From an optimization exercise on the open Yosys and OpenROAD flow, aimed at small area, a short achievable clock period and few clock cycles; shortcuts taken in it are not production practice. The RTL was checked by simulation tests, not by an equivalence proof against the original design. Power is estimated from default activity; no workload was simulated.

### flow/config.mk
export PLATFORM = sky130hd
export DESIGN_NAME = BETA_CORE
export DESIGN_NICKNAME = BETA_CORE
export VERILOG_FILES = /design/flow/design.v
export SDC_FILE = /design/flow/constraint.sdc
export NUM_CORES = 8
export LEC_CHECK = 0
export CAP_MARGIN = 20
export CORE_MARGIN = 2
export CORE_UTILIZATION = 40
export SETUP_SLACK_MARGIN = 0.4
export SLEW_MARGIN = 20
### flow/constraint.sdc
create_clock -name core_clock -period 13.0 [get_ports {CLK}]
set_input_delay 2.6000 -clock core_clock [delete_from_list [all_inputs] [get_ports {CLK}]]
set_output_delay 2.6000 -clock core_clock [all_outputs]
set_load 0.01 [all_outputs]
### flow/design.v
`timescale 1ns/1ps
module DRAM32x32(
  input  [4:0]  a,
  input  [31:0] d,
  input  [4:0]  dpra,
  input         clk,
  input         we,
  output [31:0] dpo
);
reg [31:0] mem [0:31];
always @(posedge clk)
  if (we)
    mem[a] <= d;
assign dpo = mem[dpra];
endmodule
`timescale 1ns / 1ps
module REGFILE(
    input CLK,
    input RA2SEL,
    input WASEL,
    input WERF,
    input [4:0] RA,
    input [4:0] RB,
    input [4:0] RC,
    input [31:0] WDATA,
    output reg [31:0] RADATA,
    output reg [31:0] RBDATA
    );
reg [4:0] rc_i;
reg [4:0] rb_i;
wire [31:0] rd1_i;
wire [31:0] rd2_i;
DRAM32x32 A_DIST (
  .a(rc_i),  
  .d(WDATA),  
  .dpra(RA),  
  .clk(CLK),  
  .we(WERF),  
  .dpo(rd1_i)  
);
DRAM32x32 B_DIST (
  .a(rc_i),  
  .d(WDATA),  
  .dpra(rb_i),  
  .clk(CLK),  
  .we(WERF),  
  .dpo(rd2_i)  
);
always @ (*) begin
	case(WASEL)
		0:rc_i=RC;
		1:rc_i=30;
	endcase
	case(RA2SEL)
		0:rb_i=RB;
		1:rb_i=RC;
	endcase
	case(RA)
		31:RADATA=0;
		default: RADATA=rd1_i;
	endcase	
	case(rb_i)
		31:RBDATA=0;
		default: RBDATA=rd2_i;
	endcase		
end
endmodule
`timescale 1ns / 1ps
module PC (
  input CLK,
  input RESET,
  input [2:0] PCSEL,
  input [15:0] ID,
  input [31:0] JT,
  output reg [31:0] PC,
  output reg [31:0] PC_INC,
  output reg [31:0] PC_OFFSET
  );
reg [31:0] pc_4;
always @ ( * ) begin
  PC_INC[30:0]=PC+4;
  PC_INC[31]=PC[31];
  PC_OFFSET[31]=PC[31];
  PC_OFFSET[30:0]=PC_INC+{{14{ID[15]}},ID,2'b00};
end
always @ ( posedge CLK ) begin
  if(!RESET  ) begin
    case(PCSEL)
      0: PC<=PC_INC;
      1: PC<=PC_OFFSET;
      2: begin
        PC[30:0]<={JT[30:2],2'b00};
        if(PC[31]==1)
          PC[31]<=PC[31] & JT[31];
      end
      3: PC<=32'b10000000000000000000000000000100;
      4: PC<=32'b10000000000000000000000000001000;
      default: PC<=0;
    endcase
  end
  else if(RESET) begin
    PC<=32'b10000000000000000000000000000000;
	 end
end
endmodule  
`timescale 1ns / 1ps
module CTL (
  input [5:0] OP,
  input RESET,
  input IRQ,
  input Z,
  output reg [5:0] ALUFN,
  output reg ASEL,
  output reg BSEL,
  output reg MOE,
  output reg MWR,
  output reg [2:0] PCSEL,
  output reg RA2SEL,
  output reg WASEL,
  output reg [1:0] WDSEL,
  output reg WERF
  );
reg mwr_i;
reg [2:0] pcsel_i;
reg wasel_i;
reg [1:0] wdsel_i;
reg werf_i;
always @ ( * ) begin
  case(OP)
    6'b011000: begin  
      ALUFN<=6'b010000;
      ASEL<=0;
      BSEL<=1;
      MOE<=1;
      mwr_i<=0;
      pcsel_i<=0;
      RA2SEL<=0;
      wasel_i<=0;
      wdsel_i<=2;
      werf_i<=1;
    end
    6'b011001: begin  
      ALUFN<=6'b010000;
      ASEL<=0;
      BSEL<=1;
      MOE<=0;
      mwr_i<=1;
      pcsel_i<=0;
      RA2SEL<=1;
      wasel_i<=0;
      wdsel_i<=2'b00;
      werf_i<=0;
    end
    6'b011011: begin  
      ALUFN<=6'b000000;
      ASEL<=0;
      BSEL<=0;
      MOE<=0;
      mwr_i<=0;
      pcsel_i<=3'b010;
      RA2SEL<=0;
      wasel_i<=0;
      wdsel_i<=2'b00;
      werf_i<=1;
    end
    6'b011100: begin  
      ALUFN<=6'b000000;
      ASEL<=0;
      BSEL<=0;
      MOE<=0;
      mwr_i<=0;
      if(Z==1)
        pcsel_i<=3'b001;
      else
        pcsel_i<=3'b000;
      RA2SEL<=0;
      wasel_i<=0;
      wdsel_i<=2'b00;
      werf_i<=1;
    end
    6'b011101: begin  
      ALUFN<=6'b000000;
      ASEL<=0;
      BSEL<=0;
      MOE<=0;
      mwr_i<=0;
      if(Z==0)
        pcsel_i<=3'b001;
      else
        pcsel_i<=3'b000;
      RA2SEL<=0;
      wasel_i<=0;
      wdsel_i<=2'b00;
      werf_i<=1;
    end
    6'b011111: begin  
      ALUFN<=6'b101010;
      ASEL<=1;
      BSEL<=0;
      MOE<=1;
      mwr_i<=0;
      pcsel_i<=3'b000;
      RA2SEL<=0;
      wasel_i<=0;
      wdsel_i<=2'b10;
      werf_i<=1;
    end
    6'b100000: begin  
      ALUFN<=6'b010000;
      ASEL<=0;
      BSEL<=0;
      MOE<=0;
      mwr_i<=0;
      pcsel_i<=3'b000;
      RA2SEL<=0;
      wasel_i<=0;
      wdsel_i<=2'b01;
      werf_i<=1;
    end
    6'b100001: begin  
      ALUFN<=6'b010001;
      ASEL<=0;
      BSEL<=0;
      MOE<=0;
      mwr_i<=0;
      pcsel_i<=3'b000;
      RA2SEL<=0;
      wasel_i<=0;
      wdsel_i<=2'b01;
      werf_i<=1;
    end
    6'b100100: begin  
      ALUFN<=6'b000011;
      ASEL<=0;
      BSEL<=0;
      MOE<=0;
      mwr_i<=0;
      pcsel_i<=3'b000;
      RA2SEL<=0;
      wasel_i<=0;
      wdsel_i<=2'b01;
      werf_i<=1;
    end
    6'b100101: begin  
      ALUFN<=6'b000101;
      ASEL<=0;
      BSEL<=0;
      MOE<=0;
      mwr_i<=0;
      pcsel_i<=3'b000;
      RA2SEL<=0;
      wasel_i<=0;
      wdsel_i<=2'b01;
      werf_i<=1;
    end
    6'b100110: begin  
      ALUFN<=6'b000111;
      ASEL<=0;
      BSEL<=0;
      MOE<=0;
      mwr_i<=0;
      pcsel_i<=3'b000;
      RA2SEL<=0;
      wasel_i<=0;
      wdsel_i<=2'b01;
      werf_i<=1;
    end
    6'b101000: begin  
      ALUFN<=6'b101000;
      ASEL<=0;
      BSEL<=0;
      MOE<=0;
      mwr_i<=0;
      pcsel_i<=3'b000;
      RA2SEL<=0;
      wasel_i<=0;
      wdsel_i<=2'b01;
      werf_i<=1;
    end
    6'b101001: begin  
      ALUFN<=6'b101110;
      ASEL<=0;
      BSEL<=0;
      MOE<=0;
      mwr_i<=0;
      pcsel_i<=3'b000;
      RA2SEL<=0;
      wasel_i<=0;
      wdsel_i<=2'b01;
      werf_i<=1;
    end
    6'b101010: begin  
      ALUFN<=6'b100110;
      ASEL<=0;
      BSEL<=0;
      MOE<=0;
      mwr_i<=0;
      pcsel_i<=3'b000;
      RA2SEL<=0;
      wasel_i<=0;
      wdsel_i<=2'b01;
      werf_i<=1;
    end
    6'b101011: begin  
      ALUFN<=6'b101001;
      ASEL<=0;
      BSEL<=0;
      MOE<=0;
      mwr_i<=0;
      pcsel_i<=3'b000;
      RA2SEL<=0;
      wasel_i<=0;
      wdsel_i<=2'b01;
      werf_i<=1;
    end
    6'b101100: begin  
      ALUFN<=6'b110000;
      ASEL<=0;
      BSEL<=0;
      MOE<=0;
      mwr_i<=0;
      pcsel_i<=3'b000;
      RA2SEL<=0;
      wasel_i<=0;
      wdsel_i<=2'b01;
      werf_i<=1;
    end
    6'b101101: begin  
      ALUFN<=6'b110001;
      ASEL<=0;
      BSEL<=0;
      MOE<=0;
      mwr_i<=0;
      pcsel_i<=3'b000;
      RA2SEL<=0;
      wasel_i<=0;
      wdsel_i<=2'b01;
      werf_i<=1;
    end
    6'b101110: begin  
      ALUFN<=6'b110011;
      ASEL<=0;
      BSEL<=0;
      MOE<=0;
      mwr_i<=0;
      pcsel_i<=3'b000;
      RA2SEL<=0;
      wasel_i<=0;
      wdsel_i<=2'b01;
      werf_i<=1;
    end
    6'b110000: begin  
      ALUFN<=6'b010000;
      ASEL<=0;
      BSEL<=1;
      MOE<=0;
      mwr_i<=0;
      pcsel_i<=3'b000;
      RA2SEL<=0;
      wasel_i<=0;
      wdsel_i<=2'b01;
      werf_i<=1;
    end
    6'b110001: begin  
      ALUFN<=6'b010001;
      ASEL<=0;
      BSEL<=1;
      MOE<=0;
      mwr_i<=0;
      pcsel_i<=3'b000;
      RA2SEL<=0;
      wasel_i<=0;
      wdsel_i<=2'b01;
      werf_i<=1;
    end
    6'b110100: begin  
      ALUFN<=6'b000011;
      ASEL<=0;
      BSEL<=1;
      MOE<=0;
      mwr_i<=0;
      pcsel_i<=3'b000;
      RA2SEL<=0;
      wasel_i<=0;
      wdsel_i<=2'b01;
      werf_i<=1;
    end
    6'b110101: begin  
      ALUFN<=6'b000101;
      ASEL<=0;
      BSEL<=1;
      MOE<=0;
      mwr_i<=0;
      pcsel_i<=3'b000;
      RA2SEL<=0;
      wasel_i<=0;
      wdsel_i<=2'b01;
      werf_i<=1;
    end
    6'b110110: begin  
      ALUFN<=6'b000111;
      ASEL<=0;
      BSEL<=1;
      MOE<=0;
      mwr_i<=0;
      pcsel_i<=3'b000;
      RA2SEL<=0;
      wasel_i<=0;
      wdsel_i<=2'b01;
      werf_i<=1;
    end
    6'b111000: begin  
      ALUFN<=6'b101000;
      ASEL<=0;
      BSEL<=1;
      MOE<=0;
      mwr_i<=0;
      pcsel_i<=3'b000;
      RA2SEL<=0;
      wasel_i<=0;
      wdsel_i<=2'b01;
      werf_i<=1;
    end
    6'b111001: begin  
      ALUFN<=6'b101110;
      ASEL<=0;
      BSEL<=1;
      MOE<=0;
      mwr_i<=0;
      pcsel_i<=3'b000;
      RA2SEL<=0;
      wasel_i<=0;
      wdsel_i<=2'b01;
      werf_i<=1;
    end
    6'b111010: begin  
      ALUFN<=6'b100110;
      ASEL<=0;
      BSEL<=1;
      MOE<=0;
      mwr_i<=0;
      pcsel_i<=3'b000;
      RA2SEL<=0;
      wasel_i<=0;
      wdsel_i<=2'b01;
      werf_i<=1;
    end
    6'b111011: begin  
      ALUFN<=6'b101001;
      ASEL<=0;
      BSEL<=1;
      MOE<=0;
      mwr_i<=0;
      pcsel_i<=3'b000;
      RA2SEL<=0;
      wasel_i<=0;
      wdsel_i<=2'b01;
      werf_i<=1;
    end
    6'b111100: begin  
      ALUFN<=6'b110000;
      ASEL<=0;
      BSEL<=1;
      MOE<=0;
      mwr_i<=0;
      pcsel_i<=3'b000;
      RA2SEL<=0;
      wasel_i<=0;
      wdsel_i<=2'b01;
      werf_i<=1;
    end
    6'b111101: begin  
      ALUFN<=6'b110001;
      ASEL<=0;
      BSEL<=1;
      MOE<=0;
      mwr_i<=0;
      pcsel_i<=3'b000;
      RA2SEL<=0;
      wasel_i<=0;
      wdsel_i<=2'b01;
      werf_i<=1;
    end
    6'b111110: begin  
      ALUFN<=6'b110011;
      ASEL<=0;
      BSEL<=1;
      MOE<=0;
      mwr_i<=0;
      pcsel_i<=3'b000;
      RA2SEL<=0;
      wasel_i<=0;
      wdsel_i<=2'b01;
      werf_i<=1;
    end
  default: begin
    ALUFN<=6'b000000;
    ASEL<=0;
    BSEL<=0;
    MOE<=0;
    mwr_i<=0;
    pcsel_i<=3'b011;
    RA2SEL<=0;
    wasel_i<=1;
    wdsel_i<=2'b00;
    werf_i<=1;
  end
  endcase
  if(IRQ) begin
    MWR<=0;
    PCSEL<=3'b100;
    WASEL<=1;
    WDSEL<=0;
    WERF<=1;
  end
  else begin
	 if(RESET)
		MWR<=0;
	 else
		MWR<=mwr_i;
    PCSEL<=pcsel_i;
    WASEL<=wasel_i;
    WDSEL<=wdsel_i;
    WERF<=werf_i;
  end
end
endmodule  
`timescale 1ns / 1ps
module CMP (
  input [1:0] CFN,
  input Z,
  input V,
  input N,
  output reg [31:0] Y
  );
  always @ ( * ) begin
    case(CFN)
      2'b01: Y<={31'b0,Z};
      2'b10: Y<={31'b0,N^V};
      2'b11: Y<={31'b0,Z | (N^V)};
      default: Y<=0;
    endcase
  end
endmodule  
`timescale 1ns / 1ps
module SHIFT (
  input [1:0] SFN,
  input signed [31:0] A,
  input [4:0] B,
  output reg [31:0] Y
  );
  always @ ( * ) begin
    case (SFN)
      2'b00: Y<=A<<B;
      2'b01: Y<=A>>B;
      2'b11: Y<=A>>>B;
      default: Y<=32'b0;
    endcase
  end
endmodule  
`timescale 1ns / 1ps
module BOOL (
  input [31:0] A,
  input [31:0] B,
  input [3:0] BFN,
  output  [31:0] Y
  );
  genvar i;
  generate
    for(i=0;i<32;i=i+1)
      MUX4 m({B[i],A[i]},BFN,Y[i]);
  endgenerate
endmodule  
module MUX4 (
  input [1:0] SEL,
  input [3:0] DIN,
  output reg OUT
  );
  always @ ( * ) begin
    OUT<=DIN[SEL];
  end
endmodule  
`timescale 1ns / 1ps
module ARITH (
  input signed [31:0] A,
  input signed [31:0] B,
  input AFN,
  output reg [31:0] S,
  output reg Z,V,N
  );
always @ ( * ) begin
    if(AFN==0)
      S<=A+B;
    else
      S<=A-B;
  N<=S[31];
  if(A[31]==(B[31]^AFN) & S[31]!=A[31])
    V<=1;
  else
    V<=0;
  if(S==0)
    Z<=1;
  else
    Z<=0;
end
endmodule  
`timescale 1ns / 1ps
module ALU (
  input [31:0] A,
  input [31:0] B,
  input [5:0] FN,
  output reg [31:0] Y,
  output reg Z,V,N
  );
  wire [31:0] shft_opt;
  wire [31:0] bool_opt;
  wire [31:0] arith_opt;
  wire [31:0] cmp_opt;
  wire z_i,v_i,n_i;
  SHIFT shft_ckt(.SFN(FN[1:0]),.A(A),.B(B[4:0]),.Y(shft_opt));
  BOOL bool_ckt(.BFN(FN[3:0]),.A(A),.B(B),.Y(bool_opt));
  ARITH arith_ckt(.AFN(FN[0]),.A(A),.B(B),.S(arith_opt),.Z(z_i),.V(v_i),.N(n_i));
  CMP cmp_ckt(.CFN(FN[2:1]),.Z(z_i),.V(v_i),.N(n_i),.Y(cmp_opt));
  always @ ( * ) begin
    case(FN[5:4])
      2'b00: Y=cmp_opt;
      2'b01: Y=arith_opt;
      2'b10: Y=bool_opt;
      2'b11: Y=shft_opt;
    endcase
	 Z<=z_i;
	 V<=v_i;
	 N<=n_i;
  end
endmodule  
`timescale 1ns / 1ps
module BETA_CORE(
    input CLK,
    input RESET,
    input IRQ,
    input [31:0] MRD,
    input [31:0] ID,
    output [31:0] IA,
    output [31:0] MA,
    output MOE,
    output  MWR,
    output [31:0] MWD
    );
reg irq_i;
reg z_i;
reg [31:0] regWriteData_i;
reg [31:0] aluA_i;
reg [31:0] aluB_i;
wire [31:0] radata_i;
wire asel_i;
wire bsel_i;
wire [5:0] alufn_i;
wire [2:0] pcsel_i;
wire ra2sel_i;
wire wasel_i;
wire [1:0] wdsel_i;
wire werf_i;
wire [31:0] pcInc_i;
wire [31:0] pcOffset_i;
CTL control_unit (
    .OP(ID[31:26]), 
    .RESET(RESET), 
    .IRQ(irq_i), 
    .Z(z_i), 
    .ALUFN(alufn_i), 
    .ASEL(asel_i), 
    .BSEL(bsel_i), 
    .MOE(MOE), 
    .MWR(MWR), 
    .PCSEL(pcsel_i), 
    .RA2SEL(ra2sel_i), 
    .WASEL(wasel_i), 
    .WDSEL(wdsel_i), 
    .WERF(werf_i)
    );
REGFILE rf (
    .CLK(CLK), 
    .RA2SEL(ra2sel_i), 
    .WASEL(wasel_i), 
    .WERF(werf_i), 
    .RA(ID[20:16]), 
    .RB(ID[15:11]), 
    .RC(ID[25:21]), 
    .WDATA(regWriteData_i), 
    .RADATA(radata_i), 
    .RBDATA(MWD)
    );
PC prog_counter (
    .CLK(CLK), 
    .RESET(RESET), 
    .PCSEL(pcsel_i), 
    .ID(ID[15:0]), 
    .JT(radata_i), 
    .PC(IA), 
    .PC_INC(pcInc_i), 
    .PC_OFFSET(pcOffset_i)
    );
ALU arithlog_unit (
    .A(aluA_i), 
    .B(aluB_i), 
    .FN(alufn_i), 
    .Y(MA)
    );
always @(*) begin
	irq_i=~IA[31] & IRQ;
	if(radata_i==0)
		z_i=1;
	else
		z_i=0;   
	case(wdsel_i)
		0: regWriteData_i=pcInc_i;
		1: regWriteData_i=MA;
		2: regWriteData_i=MRD;
		default: regWriteData_i=0;
	endcase
	case(asel_i)
		0: aluA_i=radata_i;
		1: aluA_i={1'b0,pcOffset_i[30:0]};
	endcase
	case(bsel_i)
		0: aluB_i=MWD;
		1: aluB_i={{16{ID[15]}},ID[15:0]};
	endcase
end
endmodule
### flow/run.sh
#!/bin/bash
# synth_recipe.tcl (not shown) runs the flow's synth.tcl, then flattens the netlist and writes it again
# the make line also repeats each setting of config.mk as NAME=value (left out here)
make -C /OpenROAD-flow-scripts/flow DESIGN_CONFIG=/design/flow/config.mk WORK_HOME=/design/flow/orfs CLKGATE_MAP_FILE= SYNTH_SCRIPT=/design/flow/synth_recipe.tcl finish
==> summary.txt <==
## state kept, by name, indices dropped and copies added (netlist names)
register,flops
rf.B_DIST.mem,1024
prog_counter.PC,30
## metal layers
layer	vias to the layer above	wire [um]	global-route usage, %
met4	16	27700	27.0
met1	30316	122000	51.6
met2	5198	145000	59.8
met3	1189	48900	13.1
met5	-	97	0
li1	24169	-	-
## power groups by stage
stage	Sequential [mW]	Combinational, mW	Clock [mW]
2_1_floorplan	3.96	1.48	0
3_3_place_gp	3.97	3.06	0
5_1_grt	3.90	3.34	3.57
6_report	3.90	3.25	3.44
3_5_place_dp	3.97	3.04	0
4_1_cts	3.90	3.09	3.45
## cell usage after synthesis (all sizes together) (56+ instances only)
library cell	count
a211oi	150
a21oi	326
a221oi	56
a22oi	60
a31oi	78
and3	94
buf	235
clkbuf	238
edfxtp	1024
ha	62
mux2	94
mux2i	409
mux4	189
nand2	579
nand3	260
nor2	353
nor3	68
o21ai	367
o221ai	86
o22ai	101
xnor2	67
## final timing paths
kind	to	slack (ns)	cells past startpoint	startpoint
max	MA[29]	0.56	38	ID[26]
min	prog_counter.PC[31]$_SDFFE_PP1N_	0.66	1	prog_counter.PC[31]$_SDFFE_PP1N_
max reg2reg	rf.B_DIST.mem[24][31]$_DFFE_PP_	4.22	32	prog_counter.PC[2]$_SDFF_PP0_
min reg2reg	prog_counter.PC[31]$_SDFFE_PP1N_	0.66	1	prog_counter.PC[31]$_SDFFE_PP1N_
## worst register-to-register path: cells and delay by family (launching register included)
kind | cells | cell delay [ns]
xor+xnor | 5 | 1.77
simple gates | 10 | 1.84
compound gates | 9 | 2.53
fa+ha+maj | 3 | 1.08
buf+inv | 5 | 0.64
flops | 1 | 0.55
## cells by family after synthesis
kind of cell,count (synthesis),synth area share (%)
AOI/OAI and AO/OA,1694,18.0
and+or+nand+nor,1618,11.8
DFF,1054,49.0
muxes,692,14.7
buffers and inverters,527,3.68
xor gates and xnor gates,113,1.56
adders and majority gates,64,1.27
other,1,0.00586
## timing repair
action                                  CTS  global route
endpoints found under the setup margin   13            11
resized for setup                        55            76
cloned                                    0             3
pin swaps                                28            49
buffers inserted                         12            24
## layout make-up
class | count | area, um^2 | share of cell area (%)
diodes | 7 | 17.5 | 0.0223
clock buffers | 134 | 2980 | 3.79
clock inverters | 86 | 961 | 1.22
inverters | 54 | 203 | 0.258
multi-input cells | 4184 | 31400 | 39.9
flip-flops and latches | 1054 | 31400 | 39.9
well taps | 2072 | 2590 | 3.30
repair buffers | 1052 | 9130 | 11.6
==> impl_metrics.env <==
export IMPL_setup_violations=0
export IMPL_synth_edf_count=1024
export IMPL_p_leak_nw=28.8
export IMPL_start_util_pct=40.4
export IMPL_cpMaxStageDelayCell="o32a_1"
export IMPL_yosys_warnings=10
export IMPL_fin_crit_sh_pct=95.7
export IMPL_arrival_ns=9.84
export IMPL_finalNetCount=6592
export IMPL_gr_total_overflow=0
export IMPL_yosysUniqueCellTypes=114
export IMPL_path_buf_inv=11
export IMPL_final_common_cell="edfxtp_1"
export IMPL_cap_violations=0
export IMPL_dpl_instance_area_mm2=0.0737
export IMPL_fin_tns_setup_ns=0
export IMPL_die_w_um=404
export IMPL_synthCells=5763
export IMPL_antenna_found_initial=22
export IMPL_p_clk_share_pct=32.5
export IMPL_ys_seq_area_share_pct=49.0
export IMPL_io_pins=165
export IMPL_routedWlPerCell_um=39.8
export IMPL_worstPathMaxFanout=5
export IMPL_design_area_mm2=0.0786
export IMPL_dpl_cell_count=8377
export IMPL_core_area_mm2=0.159
export IMPL_cts_hold_buf=0
export IMPL_synth_top_area_share_pct=48.1
export IMPL_die_height_um=404
export IMPL_grt_usage_pct=40.8
export IMPL_cp_end_kind="output port"
export IMPL_numCtsBuffers=115
export IMPL_cts_buffer_depth=3
export IMPL_holdWs_ns=0.663
export IMPL_seqPwrFrac_pct=36.8
export IMPL_p_comb_share_pct=30.7
export IMPL_fin_cells=8643
export IMPL_maxSlewHeadroom_pct=18.3
export IMPL_synth_ff_type="edfxtp_1"
export IMPL_rsz0062_at_grt="no"
export IMPL_synth_area_leaders="edfxtp_1 (48%), mux4_2 (6.7%), mux2i_1 (6.4%)"
export IMPL_utilization_pct=49.6
export IMPL_p_sw_mw=3.57
export IMPL_nFillCells=14262
export IMPL_worstSkewPairLatency_ns=0.81
export IMPL_dp_slack_ns=-0.705
export IMPL_firstDrtPassIters=9
export IMPL_min_path_type="reg2reg"
export IMPL_layout_common_cells="edfxtp_1 (1,024), buf_4 (813), nand2_1 (566), mux2i_1 (405), nor2_1 (315)"
export IMPL_area_growth_pct=22.8
export IMPL_yosys_area_top_type="edfxtp_1"
export IMPL_critPathLaunchType="input pin"
export IMPL_skew_ns=0.0625
export IMPL_finalWirelength_um=344000
export IMPL_async_flop_share_pct=0
export IMPL_antenna_left=0
export IMPL_critPathTopFamily="compound AO/OA/AOI/OAI gates"
export IMPL_first_global_vias=56368
export IMPL_vias=60888
export IMPL_drive_gt1_share_pct=24.1
export IMPL_synthesis_area_mm2=0.0640
export IMPL_cts_tree="yes"
export IMPL_avgViaCountPerCell=7.04
export IMPL_ir_drop_mv=0.121
export IMPL_power_internal_mw=7.02
export IMPL_portBuffers=162
export IMPL_ys_seq_elements=1054
export IMPL_cp_required_ns=10.40
export IMPL_hold_violations=0
export IMPL_slew_viol_final=0
export IMPL_rows=146
export IMPL_drt_iter0_markers=10999
export IMPL_die_area_mm2=0.163
export IMPL_drc_errors=0
export IMPL_dpl_hpwl_um=237000
export IMPL_path_common_cell="buf_4"
export IMPL_finalCriticalPeriod_ns=12.44
export IMPL_gp_congestion=1.03
export IMPL_cts_sinks=1054
export IMPL_power_mw=10.6
export IMPL_cts_clk_slew_worst_paths_ns=0.07
export IMPL_cts_max_level=3
export IMPL_power_density_mw_per_mm2=135
export IMPL_tightest_slew_ns=1.23
export IMPL_crit_type="in2out"
export IMPL_avgSynthCellArea_um2=11.1
export IMPL_grt_pass1_wl_um=462000
export IMPL_max_freq_ghz=0.0804
export IMPL_grt_max_degree=70
export IMPL_outcome="finished clean"
export IMPL_cts_root_buf="clkbuf_16"
export IMPL_netSwitchingFraction_pct=33.7
export IMPL_slowest_delay_ns=0.38
export IMPL_layout_setup_ws_ns=0.557
Testbench counts, summed over its fixed seeds: cycles 24,729.

afterwards: timing with drivers on the ports:
No port has a modelled driver above. Below, the same layout with a new extraction and two added sets of constraints. Step 1, drivers: a clkbuf_16 drives CLK and a buf_2 each remaining input, both assumed. Step 2 times the ports against the registers' clock, not the clock port: input delays grow and output delays shrink by t, the midpoint of the rising clock arrivals with the driver on. Slacks: ideal / step 1 / step 2; pairs: ideal / step 1.
shift t [ns]: 0.858
slack for setup (ns): 0.557 / 0.530 / 0.530
worst hold slack (ns): 0.663 / 0.663 / 0.663
slew at the worst register clock pin (ns): 0.07 / 0.07
After both steps this run still meets setup and hold. For this run, drivers alone change the setup slack by -0.027 ns; drivers and shift together by -0.027 ns.
